From an optimization exercise on the open Yosys and OpenROAD flow, aimed at small area and a short achievable clock period; shortcuts taken in it are not production practice.
Function was not checked in any run shown here: the RTL went through the layout flow alone.
Power is estimated from default activity; no workload was simulated.

### flow/flow/run.sh
#!/bin/bash
# Standard ORFS layout (the standard.sh), except that the port buffers that
# global placement inserts on every input and output use a plain buffer cell.
set -euo pipefail
bash standard.sh "BUFFER_PORTS_ARGS=-buffer_cell sky130_fd_sc_hd__buf_2" finish > standard.log 2>&1
### flow/standard.sh
#!/bin/bash
# synth_recipe.tcl (not shown) runs the flow's synth.tcl, then flattens the netlist and writes it again
# the make line also repeats each setting of config.mk as NAME=value (left out here)
make -C /OpenROAD-flow-scripts/flow DESIGN_CONFIG=/design/flow/config.mk WORK_HOME=/design/flow/orfs CLKGATE_MAP_FILE= SYNTH_SCRIPT=/design/flow/synth_recipe.tcl "${@:-finish}"
### flow/config.mk
export PLATFORM = sky130hd
export DESIGN_NAME = axis_hdr_insert_top
export DESIGN_NICKNAME = axis_hdr_insert_top
export VERILOG_FILES = /design/flow/design.v
export SDC_FILE = /design/flow/constraint.sdc
export NUM_CORES = 4
export LEC_CHECK = 0
export CAP_MARGIN = 20
export CORE_MARGIN = 2
export CORE_UTILIZATION = 40
export SETUP_SLACK_MARGIN = 4.4
export SLEW_MARGIN = 20
### flow/constraint.sdc
create_clock -name core_clock -period 7.0 [get_ports {clk}]
set_input_delay 1.4000 -clock core_clock [delete_from_list [all_inputs] [get_ports {clk}]]
set_output_delay 1.4000 -clock core_clock [all_outputs]
set_load 0.01 [all_outputs]
### flow/design.v
module axis_hdr_insert_top (
	input          clk,
	input          rst_n,
	input          valid_in,
	input  [127:0] data_in,
	input  [15:0]  keep_in,
	input          last_in,
	output         ready_in,
	output         valid_out,
	output [127:0] data_out,
	output [15:0]  keep_out,
	output         last_out,
	input          ready_out,
	input          valid_insert,
	input  [127:0] data_insert,
	input  [15:0]  keep_insert,
	input  [3:0]   byte_insert_cnt,
	output         ready_insert
);
axi_stream_insert_header #(
	.DATA_WD      (128),
	.DATA_BYTE_WD (16),
	.BYTE_CNT_WD  (4)
) u_core (
	.clk             (clk),
	.rst_n           (rst_n),
	.valid_in        (valid_in),
	.data_in         (data_in),
	.keep_in         (keep_in),
	.last_in         (last_in),
	.ready_in        (ready_in),
	.valid_out       (valid_out),
	.data_out        (data_out),
	.keep_out        (keep_out),
	.last_out        (last_out),
	.ready_out       (ready_out),
	.valid_insert    (valid_insert),
	.data_insert     (data_insert),
	.keep_insert     (keep_insert),
	.byte_insert_cnt (byte_insert_cnt),
	.ready_insert    (ready_insert)
);
endmodule

module axi_stream_insert_header
#(
	parameter 						DATA_WD = 32,
	parameter 						DATA_BYTE_WD = DATA_WD / 8,
	parameter 						BYTE_CNT_WD = $clog2(DATA_BYTE_WD)
)(
	input 							clk,
	input 							rst_n,
	input 							valid_in,
	input 	[DATA_WD-1 : 0] 		data_in,
	input 	[DATA_BYTE_WD-1 : 0] 	keep_in,
	input 							last_in,
	output 							ready_in,
	output 							valid_out,
	output 	[DATA_WD-1 : 0] 		data_out,
	output 	[DATA_BYTE_WD-1 : 0] 	keep_out,
	output 							last_out,
	input 							ready_out,
	input 							valid_insert,
	input 	[DATA_WD-1 : 0] 		data_insert,
	input 	[DATA_BYTE_WD-1 : 0] 	keep_insert,
	input	[BYTE_CNT_WD-1 : 0]		byte_insert_cnt,
	output 							ready_insert
);
localparam NB = DATA_BYTE_WD;           
localparam SW = $clog2(NB + 1);         
reg				r_ready_insert;
reg				r_in_active1;
reg				r_in_active2;
reg				r_valid_out;
reg				r_last_out;
reg	[2:0]		r_cnt;           
reg	[7:0]		r_tlo;           
reg	[7:0]		r_thi;           
reg	[DATA_WD-1:0]		r_data;
reg	[DATA_WD-1:0]		r_data1;
reg	[NB-1:0]	r_keep;
reg	[NB-1:0]	r_keep1;
reg	[DATA_WD-1:0]		r_data_out;
reg	[NB-1:0]	r_keep_out;
wire w_insert_active = valid_insert & r_ready_insert;
wire w_load         = r_ready_insert ? valid_insert : valid_in;
wire w_in_active    = valid_in & ~r_ready_insert;
wire w_hold         = ~w_load;
wire w_tlo_0_h = keep_insert[0] | keep_insert[1];
wire w_tlo_0_l = keep_insert[0] & keep_insert[1];
wire w_tlo_1_h = keep_insert[2] | keep_insert[3];
wire w_tlo_1_l = keep_insert[2] & keep_insert[3];
wire w_tlo_2_h = w_tlo_0_h | w_tlo_1_h;
wire w_tlo_2_l = w_tlo_0_h & w_tlo_1_h;
wire w_tlo_3_h = w_tlo_0_l | w_tlo_1_l;
wire w_tlo_3_l = w_tlo_0_l & w_tlo_1_l;
wire w_tlo_4_h = w_tlo_3_h | w_tlo_2_l;
wire w_tlo_4_l = w_tlo_3_h & w_tlo_2_l;
wire w_tlo_5_h = keep_insert[4] | keep_insert[5];
wire w_tlo_5_l = keep_insert[4] & keep_insert[5];
wire w_tlo_6_h = keep_insert[6] | keep_insert[7];
wire w_tlo_6_l = keep_insert[6] & keep_insert[7];
wire w_tlo_7_h = w_tlo_5_h | w_tlo_6_h;
wire w_tlo_7_l = w_tlo_5_h & w_tlo_6_h;
wire w_tlo_8_h = w_tlo_5_l | w_tlo_6_l;
wire w_tlo_8_l = w_tlo_5_l & w_tlo_6_l;
wire w_tlo_9_h = w_tlo_8_h | w_tlo_7_l;
wire w_tlo_9_l = w_tlo_8_h & w_tlo_7_l;
wire w_tlo_10_h = w_tlo_2_h | w_tlo_7_h;
wire w_tlo_10_l = w_tlo_2_h & w_tlo_7_h;
wire w_tlo_11_h = w_tlo_4_l | w_tlo_9_l;
wire w_tlo_11_l = w_tlo_4_l & w_tlo_9_l;
wire w_tlo_12_h = w_tlo_11_h | w_tlo_10_l;
wire w_tlo_12_l = w_tlo_11_h & w_tlo_10_l;
wire w_tlo_13_h = w_tlo_4_h | w_tlo_9_h;
wire w_tlo_13_l = w_tlo_4_h & w_tlo_9_h;
wire w_tlo_14_h = w_tlo_3_l | w_tlo_8_l;
wire w_tlo_14_l = w_tlo_3_l & w_tlo_8_l;
wire w_tlo_15_h = w_tlo_14_h | w_tlo_13_l;
wire w_tlo_15_l = w_tlo_14_h & w_tlo_13_l;
wire w_tlo_16_h = w_tlo_13_h | w_tlo_12_h;
wire w_tlo_16_l = w_tlo_13_h & w_tlo_12_h;
wire w_tlo_17_h = w_tlo_15_h | w_tlo_12_l;
wire w_tlo_17_l = w_tlo_15_h & w_tlo_12_l;
wire w_tlo_18_h = w_tlo_15_l | w_tlo_11_l;
wire w_tlo_18_l = w_tlo_15_l & w_tlo_11_l;
wire [7:0] w_tlo = {w_tlo_14_l, w_tlo_18_l, w_tlo_18_h, w_tlo_17_l, w_tlo_17_h, w_tlo_16_l, w_tlo_16_h, w_tlo_10_h};
wire w_thi_0_h = keep_insert[8] | keep_insert[9];
wire w_thi_0_l = keep_insert[8] & keep_insert[9];
wire w_thi_1_h = keep_insert[10] | keep_insert[11];
wire w_thi_1_l = keep_insert[10] & keep_insert[11];
wire w_thi_2_h = w_thi_0_h | w_thi_1_h;
wire w_thi_2_l = w_thi_0_h & w_thi_1_h;
wire w_thi_3_h = w_thi_0_l | w_thi_1_l;
wire w_thi_3_l = w_thi_0_l & w_thi_1_l;
wire w_thi_4_h = w_thi_3_h | w_thi_2_l;
wire w_thi_4_l = w_thi_3_h & w_thi_2_l;
wire w_thi_5_h = keep_insert[12] | keep_insert[13];
wire w_thi_5_l = keep_insert[12] & keep_insert[13];
wire w_thi_6_h = keep_insert[14] | keep_insert[15];
wire w_thi_6_l = keep_insert[14] & keep_insert[15];
wire w_thi_7_h = w_thi_5_h | w_thi_6_h;
wire w_thi_7_l = w_thi_5_h & w_thi_6_h;
wire w_thi_8_h = w_thi_5_l | w_thi_6_l;
wire w_thi_8_l = w_thi_5_l & w_thi_6_l;
wire w_thi_9_h = w_thi_8_h | w_thi_7_l;
wire w_thi_9_l = w_thi_8_h & w_thi_7_l;
wire w_thi_10_h = w_thi_2_h | w_thi_7_h;
wire w_thi_10_l = w_thi_2_h & w_thi_7_h;
wire w_thi_11_h = w_thi_4_l | w_thi_9_l;
wire w_thi_11_l = w_thi_4_l & w_thi_9_l;
wire w_thi_12_h = w_thi_11_h | w_thi_10_l;
wire w_thi_12_l = w_thi_11_h & w_thi_10_l;
wire w_thi_13_h = w_thi_4_h | w_thi_9_h;
wire w_thi_13_l = w_thi_4_h & w_thi_9_h;
wire w_thi_14_h = w_thi_3_l | w_thi_8_l;
wire w_thi_14_l = w_thi_3_l & w_thi_8_l;
wire w_thi_15_h = w_thi_14_h | w_thi_13_l;
wire w_thi_15_l = w_thi_14_h & w_thi_13_l;
wire w_thi_16_h = w_thi_13_h | w_thi_12_h;
wire w_thi_16_l = w_thi_13_h & w_thi_12_h;
wire w_thi_17_h = w_thi_15_h | w_thi_12_l;
wire w_thi_17_l = w_thi_15_h & w_thi_12_l;
wire w_thi_18_h = w_thi_15_l | w_thi_11_l;
wire w_thi_18_l = w_thi_15_l & w_thi_11_l;
wire [7:0] w_thi = {w_thi_14_l, w_thi_18_l, w_thi_18_h, w_thi_17_l, w_thi_17_h, w_thi_16_l, w_thi_16_h, w_thi_10_h};
wire w_flag         = r_in_active1 & ~r_in_active2;
wire w_out_en       = w_flag | r_valid_out;
assign ready_insert = r_ready_insert;
assign ready_in     = ~r_ready_insert;
assign valid_out    = r_valid_out;
assign last_out     = r_last_out;
assign data_out     = r_data_out;
assign keep_out     = r_keep_out;
always @(posedge clk or negedge rst_n) begin
	if (!rst_n) begin
		r_ready_insert <= 1'b1;
		r_in_active1   <= 1'b0;
		r_in_active2   <= 1'b0;
		r_valid_out    <= 1'b0;
		r_last_out     <= 1'b0;
	end else begin
		if (w_insert_active)
			r_ready_insert <= 1'b0;
		else if (last_in)
			r_ready_insert <= 1'b1;
		r_in_active1 <= w_in_active;
		r_in_active2 <= r_in_active1;
		if (w_flag)
			r_valid_out <= 1'b1;
		else if (r_last_out)
			r_valid_out <= 1'b0;
		r_last_out <= r_valid_out & (r_cnt == 3'd4);
	end
end
always @(posedge clk) begin
	if (w_flag)
		r_cnt <= 3'd0;
	else
		r_cnt <= r_cnt + 3'd1;
	if (w_insert_active) begin
		r_tlo <= w_tlo;
		r_thi <= w_thi;
	end
	r_data <= ({DATA_WD{w_insert_active}} & data_insert) |
	          ({DATA_WD{w_in_active}} & data_in) |
	          ({DATA_WD{w_hold}} & r_data);
	r_keep <= ({NB{w_insert_active}} & keep_insert) |
	          ({NB{w_in_active}} & keep_in) |
	          ({NB{w_hold}} & r_keep);
	r_data1 <= r_data;
	r_keep1 <= r_keep;
end
wire [8:0] w_ga = {r_tlo, 1'b1};    
wire [8:0] w_gb = {r_thi, 1'b1};
wire [16:1] w_tsum;
assign w_tsum[1] = (w_ga[0] & w_gb[1]) | (w_ga[1] & w_gb[0]);
assign w_tsum[2] = (w_ga[0] & w_gb[2]) | (w_ga[1] & w_gb[1]) | (w_ga[2] & w_gb[0]);
assign w_tsum[3] = (w_ga[0] & w_gb[3]) | (w_ga[1] & w_gb[2]) | (w_ga[2] & w_gb[1]) | (w_ga[3] & w_gb[0]);
assign w_tsum[4] = (w_ga[0] & w_gb[4]) | (w_ga[1] & w_gb[3]) | (w_ga[2] & w_gb[2]) | (w_ga[3] & w_gb[1]) | (w_ga[4] & w_gb[0]);
assign w_tsum[5] = (w_ga[0] & w_gb[5]) | (w_ga[1] & w_gb[4]) | (w_ga[2] & w_gb[3]) | (w_ga[3] & w_gb[2]) | (w_ga[4] & w_gb[1]) | (w_ga[5] & w_gb[0]);
assign w_tsum[6] = (w_ga[0] & w_gb[6]) | (w_ga[1] & w_gb[5]) | (w_ga[2] & w_gb[4]) | (w_ga[3] & w_gb[3]) | (w_ga[4] & w_gb[2]) | (w_ga[5] & w_gb[1]) | (w_ga[6] & w_gb[0]);
assign w_tsum[7] = (w_ga[0] & w_gb[7]) | (w_ga[1] & w_gb[6]) | (w_ga[2] & w_gb[5]) | (w_ga[3] & w_gb[4]) | (w_ga[4] & w_gb[3]) | (w_ga[5] & w_gb[2]) | (w_ga[6] & w_gb[1]) | (w_ga[7] & w_gb[0]);
assign w_tsum[8] = (w_ga[0] & w_gb[8]) | (w_ga[1] & w_gb[7]) | (w_ga[2] & w_gb[6]) | (w_ga[3] & w_gb[5]) | (w_ga[4] & w_gb[4]) | (w_ga[5] & w_gb[3]) | (w_ga[6] & w_gb[2]) | (w_ga[7] & w_gb[1]) | (w_ga[8] & w_gb[0]);
assign w_tsum[9] = (w_ga[1] & w_gb[8]) | (w_ga[2] & w_gb[7]) | (w_ga[3] & w_gb[6]) | (w_ga[4] & w_gb[5]) | (w_ga[5] & w_gb[4]) | (w_ga[6] & w_gb[3]) | (w_ga[7] & w_gb[2]) | (w_ga[8] & w_gb[1]);
assign w_tsum[10] = (w_ga[2] & w_gb[8]) | (w_ga[3] & w_gb[7]) | (w_ga[4] & w_gb[6]) | (w_ga[5] & w_gb[5]) | (w_ga[6] & w_gb[4]) | (w_ga[7] & w_gb[3]) | (w_ga[8] & w_gb[2]);
assign w_tsum[11] = (w_ga[3] & w_gb[8]) | (w_ga[4] & w_gb[7]) | (w_ga[5] & w_gb[6]) | (w_ga[6] & w_gb[5]) | (w_ga[7] & w_gb[4]) | (w_ga[8] & w_gb[3]);
assign w_tsum[12] = (w_ga[4] & w_gb[8]) | (w_ga[5] & w_gb[7]) | (w_ga[6] & w_gb[6]) | (w_ga[7] & w_gb[5]) | (w_ga[8] & w_gb[4]);
assign w_tsum[13] = (w_ga[5] & w_gb[8]) | (w_ga[6] & w_gb[7]) | (w_ga[7] & w_gb[6]) | (w_ga[8] & w_gb[5]);
assign w_tsum[14] = (w_ga[6] & w_gb[8]) | (w_ga[7] & w_gb[7]) | (w_ga[8] & w_gb[6]);
assign w_tsum[15] = (w_ga[7] & w_gb[8]) | (w_ga[8] & w_gb[7]);
assign w_tsum[16] = (w_ga[8] & w_gb[8]);
wire [SW-1:0] w_nhdr;
assign w_nhdr[0] = (w_tsum[1] & ~w_tsum[2]) | (w_tsum[3] & ~w_tsum[4]) | (w_tsum[5] & ~w_tsum[6]) | (w_tsum[7] & ~w_tsum[8]) | (w_tsum[9] & ~w_tsum[10]) | (w_tsum[11] & ~w_tsum[12]) | (w_tsum[13] & ~w_tsum[14]) | (w_tsum[15] & ~w_tsum[16]);
assign w_nhdr[1] = (w_tsum[2] & ~w_tsum[4]) | (w_tsum[6] & ~w_tsum[8]) | (w_tsum[10] & ~w_tsum[12]) | (w_tsum[14] & ~w_tsum[16]);
assign w_nhdr[2] = (w_tsum[4] & ~w_tsum[8]) | (w_tsum[12] & ~w_tsum[16]);
assign w_nhdr[3] = (w_tsum[8] & ~w_tsum[16]);
assign w_nhdr[4] = (w_tsum[16]);
wire [2*DATA_WD-1:0] w_win = {r_data1, r_data};
wire [2*DATA_WD-1:0] w_s4  = {r_data1, w_nhdr[SW-1] ? r_data1 : r_data};
wire [2*DATA_WD-1:0] w_shift = w_s4 >> {w_nhdr[SW-2:0], 3'b000};
wire [2*NB-1:0] w_kwin = {r_keep1, {NB{1'b0}}};
wire [2*NB-1:0] w_kshift = w_kwin >> w_nhdr;
always @(posedge clk or negedge rst_n) begin
	if (!rst_n) begin
		r_data_out <= {DATA_WD{1'b0}};
		r_keep_out <= {NB{1'b0}};
	end else begin
		if (w_out_en)
			r_data_out <= w_shift[DATA_WD-1:0];
		if (w_flag)
			r_keep_out <= {NB{1'b1}};
		else if ((r_cnt == 3'd4) && r_valid_out && ready_out)
			r_keep_out <= w_kshift[NB-1:0];
	end
end
endmodule
==> metrics.md, run 1 <==
| Metric | Value |
|---|---|
| Post-synth top area share | 0.230 |
| Largest net degree at the start of global routing | between 100 and 150 |
| LEAKAGE | about 0.015 uW |
| Slowest stage cell, crit path | edfxtp_1 |
| CTS Buf Count | 50 |
| Syn Std Cell Area | approximately 25,000 sq um |
| Pwr Density | slightly below 400 nW/um^2 |
| Crit-path cells | buf_4 -> a22oi_1 -> and3_1 -> a32oi_4 -> buf_6 -> nand3_4 -> buf_12 -> clkbuf_16 -> mux2_2 -> mux2i_2 -> o21ai_2 -> mux2i_4 -> a21oi_1 |
| First-pass DRT Iterations | 6 |
| CP required | ~7.5 ns |
| Clock Sinks | 456 |
| H-tree Lvls | 2 |
| Syn Inst Count | about 2,800 |
| Core box area | roughly 63,000 sq um |
| Worst-Margin Slew | ~1.0 ns |
| Final ANT Viol Nets | 0 |
| Final Core Density | 0.570 |
| Worst hold stages | 0 |
| Syn avg cell area | 8.95 sq um |
| CTS tree | built |
| GRT Util Overall | 0.369 |
| Critical Path Start | u_core.r_thi[5]$_DFFE_PP_ |
| Starting DRT DRC Count | 3,013 |
| Fin crit share | 0.488 |
| P&R area growth vs syn | 41.4% |
| Die area | 65,400 sq um |
| R2R depth | 13 |
| Worst setup endpoint | u_core.r_data_out[65]$_DFFE_PN0P_ |
| Hold WC Path Type | flip-flop to flip-flop |
| Total number of vias | approximately 27,000 |
| Wire length per cell | slightly above 30 microns |
| GP Congestion | 1.00 |
| Num rows | 92 |
| Hold WS | 0.349 ns |
| WP depth | 13 |
| RSZ-0062 raised after global routing | yes |
| Initial antenna violation count | 5 |
| Starting density of the core | 0.403 |
| Synth warn | 1 |
| DR DRC count | 0 |
| Most frequent cells in the layout | 646 x nand2_1, 401 x buf_2, 291 x dfxtp_1, 211 x mux2i_1, 193 x a22oi_1 |
| Hold_buf cts | 0 |
| Vias per inst | roughly 6.2 |
| Setup crit end kind | flip-flop |
| Number of max-cap violations | 0 |
| Cell family with most CP delay | multiplexers |
| Worst-path clk slew | approximately 0.070 ns |
| Distinct cells, synth | between 50 and 60 |
| Max Slew Vio Count | 0 |
| Seq/Total Area, Yosys | 0.396 |
| Most common cell after layout, fill and taps aside | nand2_1 |
| Vias in the first global route | approximately 25,000 |
| Die width | between 200 and 300 microns |
| Post-synth EDFFs | 16 |
| Worst slew margin | 0.309 |
| CP peak stage delay | around 0.5 ns |
| PortBufs | about 440 |
| Buf/Inv on CP | 4 |
| Top FF cell, synth | dfxtp_1 |
| Final setup viols | 0 |
| Ports | ~450 |
| Final Net Count | 3,662 |
| Die height | ~260 microns |
| Max clock buf depth | 3 |
| Max VDD drop | between 0.15 and 0.2 mV |
| Clock root buffer | clkbuf_16 |
| CP Class | flip-flop to flip-flop |
| Mapped Nets | roughly 3,100 |
| Fin Setup TNS | 0 ns |
| RR Endpoint | u_core.r_data_out[65]$_DFFE_PN0P_ |
| Hpwl dp | around 84,000 microns |
| Arrival @ worst endpoint | approximately 3.9 ns |
| Setup slack, reg-to-reg | approximately 3.6 ns |
| Startpoint types | flip-flop |
| Min cycle time layout | ~3.4 ns |
| Routed Wire Length | ~130,000 microns |
| Area leader, netlist | dfxtp_1 |
| Yosys reg bits | between 400 and 500 |
| Max FO, Critical Path | 11 |
| Clock latency on the worst-skew pair | 0.62 ns |
| Post-synthesis async set-or-reset flop share | 0.327 |
| R2r startpoint | u_core.r_thi[5]$_DFFE_PP_ |
| Remaining global-route overflow | 0 |
| Hold Vio Cnt, Final | 0 |
| Status | complete, no violations |
| Top post-synthesis cells by area | dfxtp_1 23%, mux2i_1 16%, dfrtp_1 15% |
| Clk_skew | about 0.026 ns |
| Maximum clock frequency | approximately 290 MHz |
| First-pass GRT wire length | between 150,000 and 200,000 microns |
| Share of layout cells above drive strength 1 | 0.395 |
[power by group]
part	leakage, uW	switching, uW	internal [uW]
clock	0.000875	1180	1660
sequential	0.00430	1080	3480
combinational	0.0102	3820	3000
[stage by stage]
step	total power (uW)	worst slack [ns]	cells	cell area [sq um]
3_3_place_gp	9060	2.80	3918	28000
5_1_grt	14700	3.54	4251	35800
4_1_cts	13200	3.70	4159	33500
2_1_floorplan	6930	4.22	2831	25500
6_report	14200	3.59	4255	35800
3_5_place_dp	9110	2.69	3918	28000
[registers in the layout, indices dropped and copies added (netlist names)]
name                   count
u_core.r_keep             16
u_core.r_data1           128
u_core.r_keep_out         16
u_core.r_tlo               8
u_core.r_thi               8
u_core.r_cnt               3
u_core.r_ready_insert      1
u_core.r_in_active2        1
u_core.r_last_out          1
u_core.r_data            128
u_core.r_data_out        128
u_core.r_valid_out         1
u_core.r_in_active1        1
u_core.r_keep1            16
[worst register-to-register path, delay by kind of cell (launching register included)]
family	cells	cell delay [ns]
mux	3	0.88
compound gates	4	0.63
flops	1	0.50
simple gates	2	0.42
buf+inv	4	0.83
[synth_stat cells, types with 7 or more instances]
| cell type | n |
|---|---|
| mux2_2 | 61 |
| buf_4 | 23 |
| a2bb2oi_1 | 7 |
| a221oi_1 | 30 |
| o211ai_1 | 30 |
| o221ai_1 | 25 |
| inv_1 | 11 |
| mux2i_1 | 417 |
| a31oi_1 | 10 |
| and2_1 | 9 |
| nor3_1 | 27 |
| buf_6 | 19 |
| a21o_1 | 24 |
| dfxtp_1 | 291 |
| edfxtp_1 | 16 |
| dfrtp_1 | 148 |
| o221a_2 | 9 |
| a211oi_1 | 37 |
| nor2_1 | 145 |
| o22ai_1 | 22 |
| a22oi_1 | 197 |
| a21oi_1 | 104 |
| o21ai_1 | 12 |
| a211o_1 | 22 |
| mux2_1 | 8 |
| o21ai_0 | 68 |
| nand3_1 | 63 |
| clkbuf_1 | 135 |
| buf_2 | 48 |
| mux4_2 | 29 |
| nand2_1 | 669 |
| and3_1 | 17 |
| buf_1 | 15 |
| a22o_1 | 21 |
[what timing repair did]
action                     CTS  global route
cloned                      28            19
resized for setup          479           257
setup endpoints to repair  292           210
setup buffers              119            72
pin swaps                   46            89
[kinds of logic (layout without fill, tap and decap cells)]
group                      count (synthesis)  after routing  share of synthesized area
other                                      0              5                          0
adders and majority gates                  4              4                    0.00178
and+or+nand+nor                          953            961                      0.151
muxes                                    515            515                      0.221
xor gates and xnor gates                   2              2                   0.000691
AOI/OAI and AO/OA                        650            653                      0.181
DFF                                      456            456                      0.396
buffers and inverters                    251            813                     0.0486
[worst min path at each step]
stage / from / endpoint / slack (ns)
after global placement: u_core.r_keep[11]$_DFF_P_ / u_core.r_keep1[11]$_DFF_P_ / 0.34
final: u_core.r_keep[10]$_DFF_P_ / u_core.r_keep1[10]$_DFF_P_ / 0.35
after global routing: u_core.r_keep[10]$_DFF_P_ / u_core.r_keep1[10]$_DFF_P_ / 0.36
after detailed placement: u_core.r_keep[10]$_DFF_P_ / u_core.r_keep1[10]$_DFF_P_ / 0.34
after CTS: u_core.r_keep[10]$_DFF_P_ / u_core.r_keep1[10]$_DFF_P_ / 0.36
after floorplan: u_core.r_keep[0]$_DFF_P_ / u_core.r_keep1[0]$_DFF_P_ / 0.33
[final cells by class]
cell class | instances | area [sq um]
inverter | 11 | 45.0
clock buffer | 71 | 1550
antenna | 5 | 12.5
tap | 846 | 1060
fill | 5543 | 27000
clock inverter | 23 | 221
multi-input combinational | 2135 | 17100
timing repair buffer | 708 | 5790
sequential | 456 | 10100
[metal layers]
metal  wire (microns)  up-vias  part of all wire  global-route usage
met5                0        -                 0                   0
met4             7470        0             0.058               0.179
met3            14900      346              0.12              0.0960
met2            56400     1733              0.43               0.563
met1            51000    13100              0.39               0.487
li1                 -    11400                 -                   -
==> run 2: changes to the inputs <==
--- a/flow/design.v
+++ b/flow/design.v
@@ -76,6 +76,8 @@
 reg	[2:0]		r_cnt;           
 reg	[7:0]		r_tlo;           
 reg	[7:0]		r_thi;           
+reg				r_n16;           
+reg				r_n8;            
 reg	[DATA_WD-1:0]		r_data;
 reg	[DATA_WD-1:0]		r_data1;
 reg	[NB-1:0]	r_keep;
@@ -164,6 +166,10 @@
 wire w_thi_18_h = w_thi_15_l | w_thi_11_l;
 wire w_thi_18_l = w_thi_15_l & w_thi_11_l;
 wire [7:0] w_thi = {w_thi_14_l, w_thi_18_l, w_thi_18_h, w_thi_17_l, w_thi_17_h, w_thi_16_l, w_thi_16_h, w_thi_10_h};
+wire [8:0] w_ia = {w_tlo, 1'b1};
+wire [8:0] w_ib = {w_thi, 1'b1};
+wire w_in_n16 = w_tlo[7] & w_thi[7];
+wire w_in_n8 = ((w_ia[0] & w_ib[8]) | (w_ia[1] & w_ib[7]) | (w_ia[2] & w_ib[6]) | (w_ia[3] & w_ib[5]) | (w_ia[4] & w_ib[4]) | (w_ia[5] & w_ib[3]) | (w_ia[6] & w_ib[2]) | (w_ia[7] & w_ib[1]) | (w_ia[8] & w_ib[0])) & ~w_in_n16;
 wire w_flag         = r_in_active1 & ~r_in_active2;
 wire w_out_en       = w_flag | r_valid_out;
 assign ready_insert = r_ready_insert;
@@ -201,6 +207,8 @@
 	if (w_insert_active) begin
 		r_tlo <= w_tlo;
 		r_thi <= w_thi;
+		r_n16 <= w_in_n16;
+		r_n8  <= w_in_n8;
 	end
 	r_data <= ({DATA_WD{w_insert_active}} & data_insert) |
 	          ({DATA_WD{w_in_active}} & data_in) |
@@ -221,7 +229,7 @@
 assign w_tsum[5] = (w_ga[0] & w_gb[5]) | (w_ga[1] & w_gb[4]) | (w_ga[2] & w_gb[3]) | (w_ga[3] & w_gb[2]) | (w_ga[4] & w_gb[1]) | (w_ga[5] & w_gb[0]);
 assign w_tsum[6] = (w_ga[0] & w_gb[6]) | (w_ga[1] & w_gb[5]) | (w_ga[2] & w_gb[4]) | (w_ga[3] & w_gb[3]) | (w_ga[4] & w_gb[2]) | (w_ga[5] & w_gb[1]) | (w_ga[6] & w_gb[0]);
 assign w_tsum[7] = (w_ga[0] & w_gb[7]) | (w_ga[1] & w_gb[6]) | (w_ga[2] & w_gb[5]) | (w_ga[3] & w_gb[4]) | (w_ga[4] & w_gb[3]) | (w_ga[5] & w_gb[2]) | (w_ga[6] & w_gb[1]) | (w_ga[7] & w_gb[0]);
-assign w_tsum[8] = (w_ga[0] & w_gb[8]) | (w_ga[1] & w_gb[7]) | (w_ga[2] & w_gb[6]) | (w_ga[3] & w_gb[5]) | (w_ga[4] & w_gb[4]) | (w_ga[5] & w_gb[3]) | (w_ga[6] & w_gb[2]) | (w_ga[7] & w_gb[1]) | (w_ga[8] & w_gb[0]);
+assign w_tsum[8] = r_n8 | r_n16;
 assign w_tsum[9] = (w_ga[1] & w_gb[8]) | (w_ga[2] & w_gb[7]) | (w_ga[3] & w_gb[6]) | (w_ga[4] & w_gb[5]) | (w_ga[5] & w_gb[4]) | (w_ga[6] & w_gb[3]) | (w_ga[7] & w_gb[2]) | (w_ga[8] & w_gb[1]);
 assign w_tsum[10] = (w_ga[2] & w_gb[8]) | (w_ga[3] & w_gb[7]) | (w_ga[4] & w_gb[6]) | (w_ga[5] & w_gb[5]) | (w_ga[6] & w_gb[4]) | (w_ga[7] & w_gb[3]) | (w_ga[8] & w_gb[2]);
 assign w_tsum[11] = (w_ga[3] & w_gb[8]) | (w_ga[4] & w_gb[7]) | (w_ga[5] & w_gb[6]) | (w_ga[6] & w_gb[5]) | (w_ga[7] & w_gb[4]) | (w_ga[8] & w_gb[3]);
@@ -229,29 +237,63 @@
 assign w_tsum[13] = (w_ga[5] & w_gb[8]) | (w_ga[6] & w_gb[7]) | (w_ga[7] & w_gb[6]) | (w_ga[8] & w_gb[5]);
 assign w_tsum[14] = (w_ga[6] & w_gb[8]) | (w_ga[7] & w_gb[7]) | (w_ga[8] & w_gb[6]);
 assign w_tsum[15] = (w_ga[7] & w_gb[8]) | (w_ga[8] & w_gb[7]);
-assign w_tsum[16] = (w_ga[8] & w_gb[8]);
+assign w_tsum[16] = r_n16;
 wire [SW-1:0] w_nhdr;
+assign w_nhdr[4] = r_n16;
+assign w_nhdr[3] = r_n8;
 assign w_nhdr[0] = (w_tsum[1] & ~w_tsum[2]) | (w_tsum[3] & ~w_tsum[4]) | (w_tsum[5] & ~w_tsum[6]) | (w_tsum[7] & ~w_tsum[8]) | (w_tsum[9] & ~w_tsum[10]) | (w_tsum[11] & ~w_tsum[12]) | (w_tsum[13] & ~w_tsum[14]) | (w_tsum[15] & ~w_tsum[16]);
 assign w_nhdr[1] = (w_tsum[2] & ~w_tsum[4]) | (w_tsum[6] & ~w_tsum[8]) | (w_tsum[10] & ~w_tsum[12]) | (w_tsum[14] & ~w_tsum[16]);
 assign w_nhdr[2] = (w_tsum[4] & ~w_tsum[8]) | (w_tsum[12] & ~w_tsum[16]);
-assign w_nhdr[3] = (w_tsum[8] & ~w_tsum[16]);
-assign w_nhdr[4] = (w_tsum[16]);
-wire [2*DATA_WD-1:0] w_win = {r_data1, r_data};
-wire [2*DATA_WD-1:0] w_s4  = {r_data1, w_nhdr[SW-1] ? r_data1 : r_data};
-wire [2*DATA_WD-1:0] w_shift = w_s4 >> {w_nhdr[SW-2:0], 3'b000};
-wire [2*NB-1:0] w_kwin = {r_keep1, {NB{1'b0}}};
-wire [2*NB-1:0] w_kshift = w_kwin >> w_nhdr;
+wire [2*DATA_WD-1:0] w_win  = {r_data1, r_data};
+wire [2*NB-1:0]      w_kwin = {r_keep1, {NB{1'b0}}};
+reg  [8*(2*NB-1)-1:0] w_s16;
+reg  [8*(NB+7)-1:0]   w_s8;
+reg  [8*(NB+3)-1:0]   w_s4;
+reg  [8*(NB+1)-1:0]   w_s2;
+reg  [8*NB-1:0]       w_shift;
+reg  [2*NB-2:0]       w_k16;
+reg  [NB+6:0]         w_k8;
+reg  [NB+2:0]         w_k4;
+reg  [NB:0]           w_k2;
+reg  [NB-1:0]         w_kshift;
+integer j;
+always @* begin
+	for (j = 0; j < NB; j = j + 1) begin
+		w_s16[8*j +: 8] = w_nhdr[4] ? w_win[8*(j+NB) +: 8] : w_win[8*j +: 8];
+		w_k16[j]        = w_nhdr[4] ? w_kwin[j+NB] : w_kwin[j];
+	end
+	for (j = NB; j < 2*NB-1; j = j + 1) begin
+		w_s16[8*j +: 8] = w_win[8*j +: 8];
+		w_k16[j]        = w_kwin[j];
+	end
+	for (j = 0; j < NB+7; j = j + 1) begin
+		w_s8[8*j +: 8] = w_nhdr[3] ? w_s16[8*(j+8) +: 8] : w_s16[8*j +: 8];
+		w_k8[j]        = w_nhdr[3] ? w_k16[j+8] : w_k16[j];
+	end
+	for (j = 0; j < NB+3; j = j + 1) begin
+		w_s4[8*j +: 8] = w_nhdr[2] ? w_s8[8*(j+4) +: 8] : w_s8[8*j +: 8];
+		w_k4[j]        = w_nhdr[2] ? w_k8[j+4] : w_k8[j];
+	end
+	for (j = 0; j < NB+1; j = j + 1) begin
+		w_s2[8*j +: 8] = w_nhdr[1] ? w_s4[8*(j+2) +: 8] : w_s4[8*j +: 8];
+		w_k2[j]        = w_nhdr[1] ? w_k4[j+2] : w_k4[j];
+	end
+	for (j = 0; j < NB; j = j + 1) begin
+		w_shift[8*j +: 8] = w_nhdr[0] ? w_s2[8*(j+1) +: 8] : w_s2[8*j +: 8];
+		w_kshift[j]       = w_nhdr[0] ? w_k2[j+1] : w_k2[j];
+	end
+end
 always @(posedge clk or negedge rst_n) begin
 	if (!rst_n) begin
 		r_data_out <= {DATA_WD{1'b0}};
 		r_keep_out <= {NB{1'b0}};
 	end else begin
 		if (w_out_en)
-			r_data_out <= w_shift[DATA_WD-1:0];
+			r_data_out <= w_shift;
 		if (w_flag)
 			r_keep_out <= {NB{1'b1}};
 		else if ((r_cnt == 3'd4) && r_valid_out && ready_out)
-			r_keep_out <= w_kshift[NB-1:0];
+			r_keep_out <= w_kshift;
 	end
 end
 endmodule
--- a/flow/config.mk
+++ b/flow/config.mk
@@ -8,5 +8,5 @@
 export CAP_MARGIN = 20
 export CORE_MARGIN = 2
 export CORE_UTILIZATION = 40
-export SETUP_SLACK_MARGIN = 4.4
+export SETUP_SLACK_MARGIN = 4.2
 export SLEW_MARGIN = 20
==> run 2 against run 1 <==
  * Non-clock buffer count shrank 86
  * Count of clock-buffer cells in the layout shrank 3
  * Clock power shrank 4%
  * Global-route usage shrank 6.1 points
  * Synthesized cell count shrank 7.9%
  * Synthesized area shrank 5.0%
  * Critical path type unchanged
  * Largest power group unchanged
==> metrics.md, run 2 <==
| Metric | Value |
|---|---|
| Number of max-cap violations | 0 (unchanged) |
| Top post-synthesis cells by area | dfxtp_1 24%, dfrtp_1 15%, mux2i_1 15% (was dfxtp_1 23%, mux2i_1 16%, dfrtp_1 15%) |
| Synth warn | 1 (unchanged) |
| Min cycle time layout | 3.18 ns (was 3.41 ns) |
| Final Core Density | 0.570 (about the same) |
| DR DRC count | 0 (unchanged) |
| CP required | 7.47 ns (was 7.45 ns) |
| CP peak stage delay | 0.49 ns (was 0.50 ns) |
| Final setup viols | 0 (unchanged) |
| Hold_buf cts | 0 (unchanged) |
| Dpl cells | 3,616 (was 3,918) |
| Final ANT Viol Nets | 0 (unchanged) |
| Worst-Margin Slew | 1.21 ns (was 1.04 ns) |
| Top FF cell, synth | dfxtp_1 (unchanged) |
| Post-synth top area share | 0.242 (was 0.230) |
| Startpoint types | flip-flop (unchanged) |
| PortBufs | 441 (unchanged) |
| R2R depth | 12 (was 13) |
| Initial antenna violation count | 1 (was 5) |
| Vias per inst | 6.12 (was 6.25) |
| CTS Buf Count | 49 (was 50) |
| Clk_skew | 0.0318 ns (was 0.0263 ns) |
| Area leader, netlist | dfxtp_1 (unchanged) |
| LEAKAGE | 0.0144 uW (was 0.0154 uW) |
| P&R area growth vs syn | 40.2% (was 41.4%) |
| Hold WC Path Type | flip-flop to flip-flop (unchanged) |
| Starting density of the core | 0.407 (was 0.403) |
| Syn Inst Count | 2,607 (was 2,831) |
| Final Net Count | 3,359 (was 3,662) |
| Most common cell after layout, fill and taps aside | nand2_1 (unchanged) |
| Hpwl dp | 68,000 microns (was 84,000 microns) |
| Wire length per cell | 26.6 microns (was 30.5 microns) |
| Yosys reg bits | 458 (was 456) |
| Cell-internal power | 7390 uW (was 8140 uW) |
| Clock power frac | 0.220 (was 0.200) |
| R2r startpoint | u_core.r_thi[5]$_DFFE_PP_ (unchanged) |
| Fin Setup TNS | 0 ns (unchanged) |
| Synth top cells by count | 591 x nand2_1, 358 x mux2i_1, 291 x dfxtp_1 (was 669 x nand2_1, 417 x mux2i_1, 291 x dfxtp_1) |
| Die height | 249 microns (was 256 microns) |
| Die area | 62,200 sq um (was 65,400 sq um) |
| Max FO, Critical Path | 7 (was 11) |
| Status | complete, no violations (unchanged) |
| H-tree Lvls | 2 (unchanged) |
| Sequential share of power | 0.336 (was 0.320) |
| Arrival @ worst endpoint | 3.65 ns (was 3.87 ns) |
| Routed Wire Length | 103,000 microns (was 130,000 microns) |
| Non-filler cells in the finished layout | 3,872 (was 4,255) |
| CP Class | flip-flop to flip-flop (unchanged) |
| CTS tree | built (unchanged) |
| Core box area | 59,200 sq um (was 62,900 sq um) |
| Seq/Total Area, Yosys | 0.419 (was 0.396) |
| Starting DRT DRC Count | 2,860 (was 3,013) |
| First-pass GRT wire length | 145,000 microns (was 177,000 microns) |
| NetSw | 5000 uW (was 6070 uW) |
| Share of layout cells above drive strength 1 | 0.372 (was 0.395) |
| Worst hold stages | 0 (unchanged) |
| Clock Sinks | 458 (was 456) |
| First-pass DRT Iterations | 7 (was 6) |
| Tot Pwr | 12,400 uW (was 14,200 uW) |
| Setup crit end kind | flip-flop (unchanged) |
| Net Sw Frac | 0.403 (was 0.427) |
| Die width | 249 microns (was 256 microns) |
| Maximum clock frequency | 314 MHz (was 293 MHz) |
| Hold Vio Cnt, Final | 0 (unchanged) |
| Logic pwr share | 0.444 (was 0.480) |
| Clock root buffer | clkbuf_16 (unchanged) |
| Largest net degree at the start of global routing | 103 (was 110) |
| Total number of vias | 23,700 (was 26,600) |
| Hold path start | u_core.r_keep[5]$_DFF_P_ (was u_core.r_keep[10]$_DFF_P_) |
| Syn avg cell area | 9.24 sq um (was 8.95 sq um) |
| Setup slack, reg-to-reg | 3.82 ns (was 3.59 ns) |
| Ports | 446 (unchanged) |
| Max clock buf depth | 3 (unchanged) |
| Hold WS | 0.352 ns (was 0.349 ns) |
| Pwr Density | 367 nW/um^2 (was 396 nW/um^2) |
| Worst-path clk slew | 0.06 ns (was 0.07 ns) |
| Fin crit share | 0.455 (was 0.488) |
| Vias in the first global route | 21,900 (was 24,800) |
| Most frequent cells in the layout | 589 x nand2_1, 439 x buf_2, 291 x dfxtp_1, 186 x a22oi_1, 148 x dfrtp_1 (was 646 x nand2_1, 401 x buf_2, 291 x dfxtp_1, 211 x mux2i_1, 193 x a22oi_1) |
| Max VDD drop | 0.195 mV (was 0.192 mV) |
| Post-synth EDFFs | 18 (was 16) |
| Critical Path Start | u_core.r_thi[5]$_DFFE_PP_ (unchanged) |
| Post-synthesis async set-or-reset flop share | 0.325 (was 0.327) |
| Remaining global-route overflow | 0 (unchanged) |
| Top-count cell post-synth | nand2_1 (unchanged) |
| Clock latency on the worst-skew pair | 0.62 ns (about the same) |
| GP Congestion | 1.00 (about the same) |
| Num rows | 89 (was 92) |
| GRT Util Overall | 0.309 (was 0.369) |
| Slowest stage cell, crit path | mux2i_4 (was edfxtp_1) |
| Worst slew margin | 0.187 (was 0.309) |
| Syn Std Cell Area | 24,100 sq um (was 25,300 sq um) |
| Crit-path cells | a222oi_1 -> bufbuf_16 -> nand2_8 -> o21ai_4 -> buf_12 -> buf_12 -> buf_16 -> buf_16 -> mux2i_4 -> mux2i_2 -> mux2i_2 -> a21oi_1 (was buf_4 -> a22oi_1 -> and3_1 -> a32oi_4 -> buf_6 -> nand3_4 -> buf_12 -> clkbuf_16 -> mux2_2 -> mux2i_2 -> o21ai_2 -> mux2i_4 -> a21oi_1) |
| Mapped Nets | 2,907 (was 3,131) |
| Distinct cells, synth | 79 (was 57) |
| RSZ-0062 raised after global routing | yes (unchanged) |
| Biggest regs | u_core.r_data1 (128), u_core.r_data (128), u_core.r_data_out (128) (unchanged) |
| Max Slew Vio Count | 0 (unchanged) |
-- run 2: cell count changes after synthesis, moves of 47 or more --
cell and delta:
o21ai_0 +85, nand2_1 -78, mux2i_1 -59, nor2_1 -57, nand3_1 -52, a22oi_1 +49, a21oi_1 -47
-- run 2: what timing repair did --
item | CTS | global route
cloned | 38 | 10
gates resized for setup | 409 | 230
setup buffers | 83 | 32
pin swaps | 37 | 84
endpoints found under the hold margin | 0 | 0
endpoints found under the setup margin | 243 | 240
-- run 2: cells by family (layout without fill, tap and decap cells) --
group / count (synthesis) / count (layout) / share of synthesized area
XOR/XNOR: 2 / 2 / 0.000727
flip-flops: 458 / 458 / 0.419
AND/OR/NAND/NOR: 786 / 799 / 0.134
buffers and inverters: 246 / 723 / 0.0499
AO/OA/AOI/OAI: 685 / 686 / 0.198
adder cells (fa/ha/maj): 10 / 10 / 0.00436
multiplexers: 420 / 420 / 0.193
other: 0 / 1 / 0
-- run 2: critical path: cells and delay by family, from the launching register on --
| kind | cells | cell delay (ns) |
|---|---|---|
| compound gates | 3 | 0.70 |
| mux | 3 | 0.95 |
| simple gates | 1 | 0.06 |
| buf+inv | 5 | 0.91 |
| flops | 1 | 0.39 |
-- run 2: layout make-up --
type	count	area (sq um)
fillers	5039	25500
repair buffers	622	4980
clock inverters	22	293
clock buffers	68	1390
diodes	1	2.50
well taps	773	967
flip-flops and latches	458	10100
inverters	11	45.0
multi-input cells	1917	16000
-- run 2: per-stage QoR --
step                      area, sq um  worst slack, ns
after floorplan                 24100             3.88
after global placement          26500             2.64
after detailed placement        26500             2.61
after CTS                       31900             4.10
after global routing            33800             3.85
final                           33800             3.82
-- run 2: routing by layer --
layer	vias to the layer above	GRT usage	part of all wire
met5	-	0	0
met2	1398	0.463	0.44
li1	10500	-	-
met4	0	0.141	0.054
met3	285	0.0658	0.099
met1	11500	0.426	0.41
-- run 2: path summary, 6_finish.rpt --
path                                                       to
setup / recovery           u_core.r_data_out[112]$_DFFE_PN0P_
setup reg to reg           u_core.r_data_out[112]$_DFFE_PN0P_
hold reg to reg                     u_core.r_keep1[5]$_DFF_P_
hold / removal                      u_core.r_keep1[5]$_DFF_P_
max in group asynchronous  u_core.r_data_out[103]$_DFFE_PN0P_
min in group asynchronous   u_core.r_data_out[17]$_DFFE_PN0P_
-- run 2: power by group through the flow --
| stage | Clock [uW] | Combinational, uW | Sequential, uW |
|---|---|---|---|
| floorplan | 0 | 2200 | 4080 |
| global placement | 0 | 3740 | 4150 |
| detailed placement | 0 | 3780 | 4190 |
| CTS | 2760 | 4770 | 4130 |
| global route | 2860 | 5730 | 4230 |
| finish | 2730 | 5500 | 4160 |

## re-timing with driven ports
Ports are ideal in the flow. The routed layouts listed here were re-timed in OpenROAD.
Step 1, drivers: a clkbuf_16 drives clk and a buf_2 each remaining input, both assumed.
Step 2 times the ports against the registers' clock, not the clock port: input delays grow and output delays shrink by t, the midpoint of the rising clock arrivals with the driver on.
Three values: no drivers, after step 1, after step 2; two values: the first two.
run | shift t [ns] | slack for setup (ns) | cell pins on the clock port's net
run 1 | 0.669 | 3.587 / 3.587 / 3.587 | 1
run 2 | 0.665 | 3.818 / 3.818 / 3.588 | 1
After both steps every run listed still meets setup and hold. The setup slack of run 2, which loses most, moves by 0.000 ns with the drivers and by -0.230 ns with both steps.
